This design comes from an exercise in tuning for small area on the open sky130 flow, not from production work. Only simulation tests tie the RTL to the original design; equivalence was not proved. The clock port is modelled as an ideal driver, which makes a skipped or thinned clock tree look cheaper than it is; a real chip needs a root buffer or a tree. Power is estimated from default activity; no workload was simulated.

== job 7850 ==
==> flow/design.v <==
module i2s (
	input master_enable, 
	input sdin, 
	output reg [31:0] dout_l, dout_r, 
	output reg sdout, 
	input [31:0] din_l, din_r, 
	input bclk_i, lrclk_i, 
	output bclk_o, lrclk_o, 
	input [19:0] bdiv, 
	input [7:0] lrdiv, 
	output reg [2:0] cst, nst, 
	input rstn, clk
);
reg bclk;
localparam [19:0] BINV = 20'haaaaa;
reg [19:0] bq;
wire [19:0] bcnt = bq ^ BINV;
wire [20:0] nb;
assign nb[0] = ~master_enable;
genvar gi;
generate for (gi = 0; gi < 20; gi = gi + 1) begin : g_nb
	assign nb[gi+1] = nb[gi] | bcnt[gi];
end endgenerate
wire bload = ~nb[20];
wire [19:0] bcnt_nx = ~(bcnt ^ nb[19:0]) & (bdiv | {20{~bload}});
always @(negedge rstn or posedge clk) begin
	if(!rstn) begin
		bq <= BINV;
		bclk <= 1'b0;
	end
	else begin
		bq <= bcnt_nx ^ BINV;
		bclk <= master_enable ? (bclk ^ bload) : bclk_i;
	end
end
assign bclk_o = bclk;
reg bclk_d;
always @(negedge rstn or posedge clk) begin
	if(!rstn) bclk_d <= 1'b0;
	else bclk_d <= bclk;
end
wire bclk_10 = bclk_d & ~bclk;
reg lrclk;
reg [7:0] lrcnt;
wire [8:0] nl;
assign nl[0] = ~(master_enable & bclk_10);
generate for (gi = 0; gi < 8; gi = gi + 1) begin : g_nl
	assign nl[gi+1] = nl[gi] | lrcnt[gi];
end endgenerate
wire lload = ~nl[8];
wire [7:0] lrcnt_nx = ~(lrcnt ^ nl[7:0]) & (lrdiv | {8{~lload}});
always @(negedge rstn or posedge clk) begin
	if(!rstn) begin
		lrcnt <= 8'd0;
		lrclk <= 1'b0;
	end
	else begin
		lrcnt <= lrcnt_nx;
		lrclk <= master_enable ? (lrclk ^ lload) : lrclk_i;
	end
end
assign lrclk_o = lrclk;
reg lrclk_d;
always @(negedge rstn or posedge clk) begin
	if(!rstn) lrclk_d <= 1'b0;
	else lrclk_d <= lrclk;
end
wire lrclk_01 = ~lrclk_d & lrclk;
wire lrclk_10 = lrclk_d & ~lrclk;
localparam
	start_l = 3'd5, channel_l = 3'd4, idle_l = 3'd3, 
	start_r = 3'd2, channel_r = 3'd1, idle_r = 3'd0;
reg [4:0] ncnt;
wire in_chan = (cst == channel_l) | (cst == channel_r);
wire last = &ncnt;
always @(negedge rstn or posedge clk) begin
	if(!rstn) cst <= idle_r;
	else cst <= nst;
end
always @(*) begin
	case(cst)
		idle_l: nst = lrclk_01 ? start_r : cst;
		start_r: nst = bclk_10 ? channel_r : cst;
		channel_r: nst = bclk_10 & last ? idle_r : cst;
		idle_r: nst = lrclk_10 ? start_l : cst;
		start_l: nst = bclk_10 ? channel_l : cst;
		channel_l: nst = bclk_10 & last ? idle_l : cst;
		default: nst = cst;
	endcase
end
always @(posedge clk) begin
	if(!in_chan) ncnt <= 5'd0;
	else if(bclk_10) ncnt <= ncnt + 5'd1;
end
reg [31:0] tl, tr;
reg tl_v;
reg sdin_d;
wire rx_bit = last ? sdin_d : sdin;
wire sh_l = bclk_10 & (cst == channel_l);
wire sh_r = bclk_10 & (cst == channel_r);
wire ld_l = (cst == idle_l);
wire ld_r = (cst == idle_r);
wire hd_l = ~ld_l & ~sh_l;
wire hd_r = ~ld_r & ~sh_r;
wire [31:0] tl_nx = ({32{ld_l}} & din_l) | ({32{sh_l}} & {tl[30:0], rx_bit}) | ({32{hd_l}} & tl);
wire [31:0] tr_nx = ({32{ld_r}} & din_r) | ({32{sh_r}} & {tr[30:0], rx_bit}) | ({32{hd_r}} & tr);
always @(posedge clk) begin
	sdin_d <= sdin;
	tl <= tl_nx;
	tr <= tr_nx;
end
always @(negedge rstn or posedge clk) begin
	if(!rstn) tl_v <= 1'b0;
	else if(cst == idle_l) tl_v <= 1'b1;
end
always @(negedge rstn or posedge clk) begin
	if(!rstn) sdout <= 1'b0;
	else begin
		case(cst)
			channel_l: sdout <= tl[31] & tl_v;
			channel_r: sdout <= tr[31];
			default: sdout <= sdout;
		endcase
	end
end
reg fin;
always @(negedge rstn or posedge clk) begin
	if(!rstn) fin <= 1'b0;
	else fin <= bclk_10 & in_chan & last;
end
always @(negedge rstn or posedge clk) begin
	if(!rstn) begin
		dout_l <= 32'd0;
		dout_r <= 32'd0;
	end
	else begin
		if(fin & (cst == idle_l)) dout_l <= tl;
		if(fin & (cst == idle_r)) dout_r <= tr;
	end
end
endmodule
clock: 6.0 ns
lec_check: 0
abc_area: 1
cap_margin: 20
core_margin: 2
core_utilization: 60
slew_margin: 20
standard.sh (not shown) runs the stock make flow with config.mk's settings and CLKGATE_MAP_FILE= SYNTH_SCRIPT=/design/flow/synth_recipe.tcl, a recipe that flattens the netlist after the stock synthesis.
==> flow/flow/run.sh <==
#!/bin/bash
# Standard ORFS layout (the standard.sh) with these changes:
#  - synthesis: no half-adder extraction, and abc maps the logic for area
#    (flow/area.abc) instead of with ORFS's speed script; the registers are
#    mapped before abc exactly as in the standard synthesis;
#  - ports get the smallest buffer (buf_1);
#  - the clock tree is a plain two-level tree (flow/cts_hook.tcl): a root
#    clkbuf_4 driving 10 clkbuf_8, each driving the registers around it.
# The tools' logs are in orfs/logs/ and the make output in flow_standard.log.
set -euo pipefail
here=$(pwd)
export AREA_ABC_SCRIPT=$here/flow/area.abc
export BUFFER_PORTS_ARGS="-buffer_cell sky130_fd_sc_hd__buf_1"
export PRE_CTS_TCL=$here/flow/cts_hook.tcl
export CLOCK_LEAVES=10
export CLOCK_LEAF_BUF=sky130_fd_sc_hd__clkbuf_8
export CLOCK_ROOT_BUF=sky130_fd_sc_hd__clkbuf_4
sed "s|SYNTH_SCRIPT=[^ ]*|SYNTH_SCRIPT=$here/flow/synth.tcl|" standard.sh > own_standard.sh
grep -q "SYNTH_SCRIPT=$here/flow/synth.tcl" own_standard.sh
bash own_standard.sh ADDER_MAP_FILE= finish > flow_standard.log 2>&1
==> flow/flow/cts_hook.tcl <==
# Sourced by ORFS's cts.tcl before it calls clock_tree_synthesis (PRE_CTS_TCL).
# Replaces that call with a plain two-level clock tree: the clock port drives
# one root buffer, which drives CLOCK_LEAVES leaf buffers; the registers are
# split into that many groups of similar size by position (k-means), and each leaf buffer
# sits at the centre of its group and drives it. Every register is two
# buffers from the clock port.
proc clock_tree_synthesis {args} {
  set K $::env(CLOCK_LEAVES)
  set block [ord::get_db_block]
  set db [ord::get_db]
  set clknet [$block findNet clk]
  set sinks {}
  foreach it [$clknet getITerms] {
    set loc [[$it getInst] getLocation]
    lappend sinks [list $it [lindex $loc 0] [lindex $loc 1]]
  }
  set n [llength $sinks]
  puts "clock tree: $n sinks, $K leaf buffers"
  # k-means on the register positions, started from the x order
  set sorted [lsort -integer -index 1 $sinks]
  set cent {}
  for {set k 0} {$k < $K} {incr k} {
    set s [lindex $sorted [expr {int(($k + 0.5) * $n / $K)}]]
    lappend cent [list [lindex $s 1] [lindex $s 2]]
  }
  # capacitated k-means: each group takes at most ceil(n/K)+1 registers;
  # registers are assigned nearest-first to the closest group with room
  set cap [expr {($n + $K - 1) / $K + 1}]
  for {set iter 0} {$iter < 30} {incr iter} {
    set pairs {}
    set i 0
    foreach s $sinks {
      for {set k 0} {$k < $K} {incr k} {
        set c [lindex $cent $k]
        lappend pairs [list [expr {abs([lindex $s 1] - [lindex $c 0]) + abs([lindex $s 2] - [lindex $c 1])}] $i $k]
      }
      incr i
    }
    set asg [lrepeat $n -1]
    set fill [lrepeat $K 0]
    foreach p [lsort -real -index 0 $pairs] {
      lassign $p d i k
      if {[lindex $asg $i] >= 0 || [lindex $fill $k] >= $cap} { continue }
      lset asg $i $k
      lset fill $k [expr {[lindex $fill $k] + 1}]
    }
    set newc {}
    for {set k 0} {$k < $K} {incr k} {
      set sx 0; set sy 0; set c 0
      foreach s $sinks a $asg {
        if {$a == $k} { set sx [expr {$sx + [lindex $s 1]}]; set sy [expr {$sy + [lindex $s 2]}]; incr c }
      }
      if {$c > 0} { lappend newc [list [expr {$sx / $c}] [expr {$sy / $c}]] } else { lappend newc [lindex $cent $k] }
    }
    set cent $newc
  }
  set lm [$db findMaster $::env(CLOCK_LEAF_BUF)]
  set rm [$db findMaster $::env(CLOCK_ROOT_BUF)]
  set rootnet [odb::dbNet_create $block clknet_root]
  $rootnet setSigType CLOCK
  set rinst [odb::dbInst_create $block $rm clkbuf_root]
  set sx 0; set sy 0
  foreach c $cent { set sx [expr {$sx + [lindex $c 0]}]; set sy [expr {$sy + [lindex $c 1]}] }
  $rinst setLocation [expr {int($sx / $K)}] [expr {int($sy / $K)}]
  $rinst setPlacementStatus PLACED
  for {set k 0} {$k < $K} {incr k} {
    set c [lindex $cent $k]
    set li [odb::dbInst_create $block $lm clkbuf_leaf_$k]
    $li setLocation [expr {int([lindex $c 0])}] [expr {int([lindex $c 1])}]
    $li setPlacementStatus PLACED
    set ln [odb::dbNet_create $block clknet_leaf_$k]
    $ln setSigType CLOCK
    [$li findITerm A] connect $rootnet
    [$li findITerm X] connect $ln
    set cnt 0
    foreach s $sinks a $asg {
      if {$a == $k} { set it [lindex $s 0]; $it disconnect; $it connect $ln; incr cnt }
    }
    puts "clock tree: leaf $k drives $cnt registers"
  }
  [$rinst findITerm A] connect $clknet
  [$rinst findITerm X] connect $rootnet
  set_propagated_clock [all_clocks]
}
Other scripts of this flow, unchanged in this note and not shown: flow/flow/area.abc, flow/flow/synth.tcl
Job 7850 ended with every stage complete and zero timing, DRC or antenna violations.
### job 7850 -> job 1792
diff --git a/flow/flow/run.sh b/flow/flow/run.sh
--- a/flow/flow/run.sh
+++ b/flow/flow/run.sh
@@ -8 +8 @@
-#    clkbuf_4 driving 10 clkbuf_8, each driving the registers around it.
+#    clkbuf_4 driving 12 clkbuf_8, each driving the registers around it.
@@ -15 +15 @@
-export CLOCK_LEAVES=10
+export CLOCK_LEAVES=12
--- outcome ---
- In job 1792 the clock latency of the later-clocked register in the worst-skew pair turned out 0.03 ns higher than in job 7850.
- The final reports for job 1792 and job 7850 show total power higher in the former.
- Changes observed in job 1792 relative to job 7850: core occupancy in the finished layout +0.29 points; area of all placed cells without fillers saw an increase.
The following lists how job 4756 was set up differently from job 1792:
diff --git a/flow/flow/run.sh b/flow/flow/run.sh
--- a/flow/flow/run.sh
+++ b/flow/flow/run.sh
@@ -8 +8 @@
-#    clkbuf_4 driving 12 clkbuf_8, each driving the registers around it.
+#    clkbuf_4 driving 11 clkbuf_8, each driving the registers around it.
@@ -15 +15 @@
-export CLOCK_LEAVES=12
+export CLOCK_LEAVES=11
- Job 1792 completed every stage of the flow, and the final layout passed the timing, design-rule and antenna checks.
- Job 4756 was carried through to the last stage, and its layout satisfied the timing, design-rule and antenna checks.
- Job 4756 against job 1792: final area shows no meaningful change, met1 layer usage reported by global route shows a reduction of 0.67 points.
- Job 4756 has routed length per placed instance above what job 1792 had.
- Job 4756 vs. job 1792: routed wire length shows an increase of 0.48%, register fraction of the total cell area shows no meaningful change.
In every run of this note, the design's own scripts or RTL, not TritonCTS, make the clock network.

[separate check: timing with driven ports]
In the flow no input, the clock included, has a driving cell. The finished layouts below were timed again as built, in two steps.
Step 1: set_driving_cell puts a clkbuf_16 on clk and a buf_2 on each other input, an assumption about the parent block.
Step 2 also shifts input and output timing later by t, the mid clock arrival at the registers, as if the neighbouring blocks saw the same clock.
Slacks: ideal / step 1 / step 2; pairs: ideal / step 1.
| run | t, ns | slack for setup (ns) | latest minus earliest clock arrival (ns) | cell pins on the clock port's net |
|---|---|---|---|---|
| job 7850 | 0.546 | 1.175 / 1.185 / 0.639 | 0.022 / 0.022 | 1 |
| job 1792 | 0.587 | 1.252 / 1.265 / 0.679 | 0.022 / 0.023 | 1 |
| job 4756 | 0.550 | 1.214 / 1.225 / 0.675 | 0.018 / 0.017 | 1 |
After both steps setup and hold are still met in every run listed. For job 1792, which loses most, drivers alone change the setup slack by +0.013 ns; drivers and shift together by -0.573 ns.
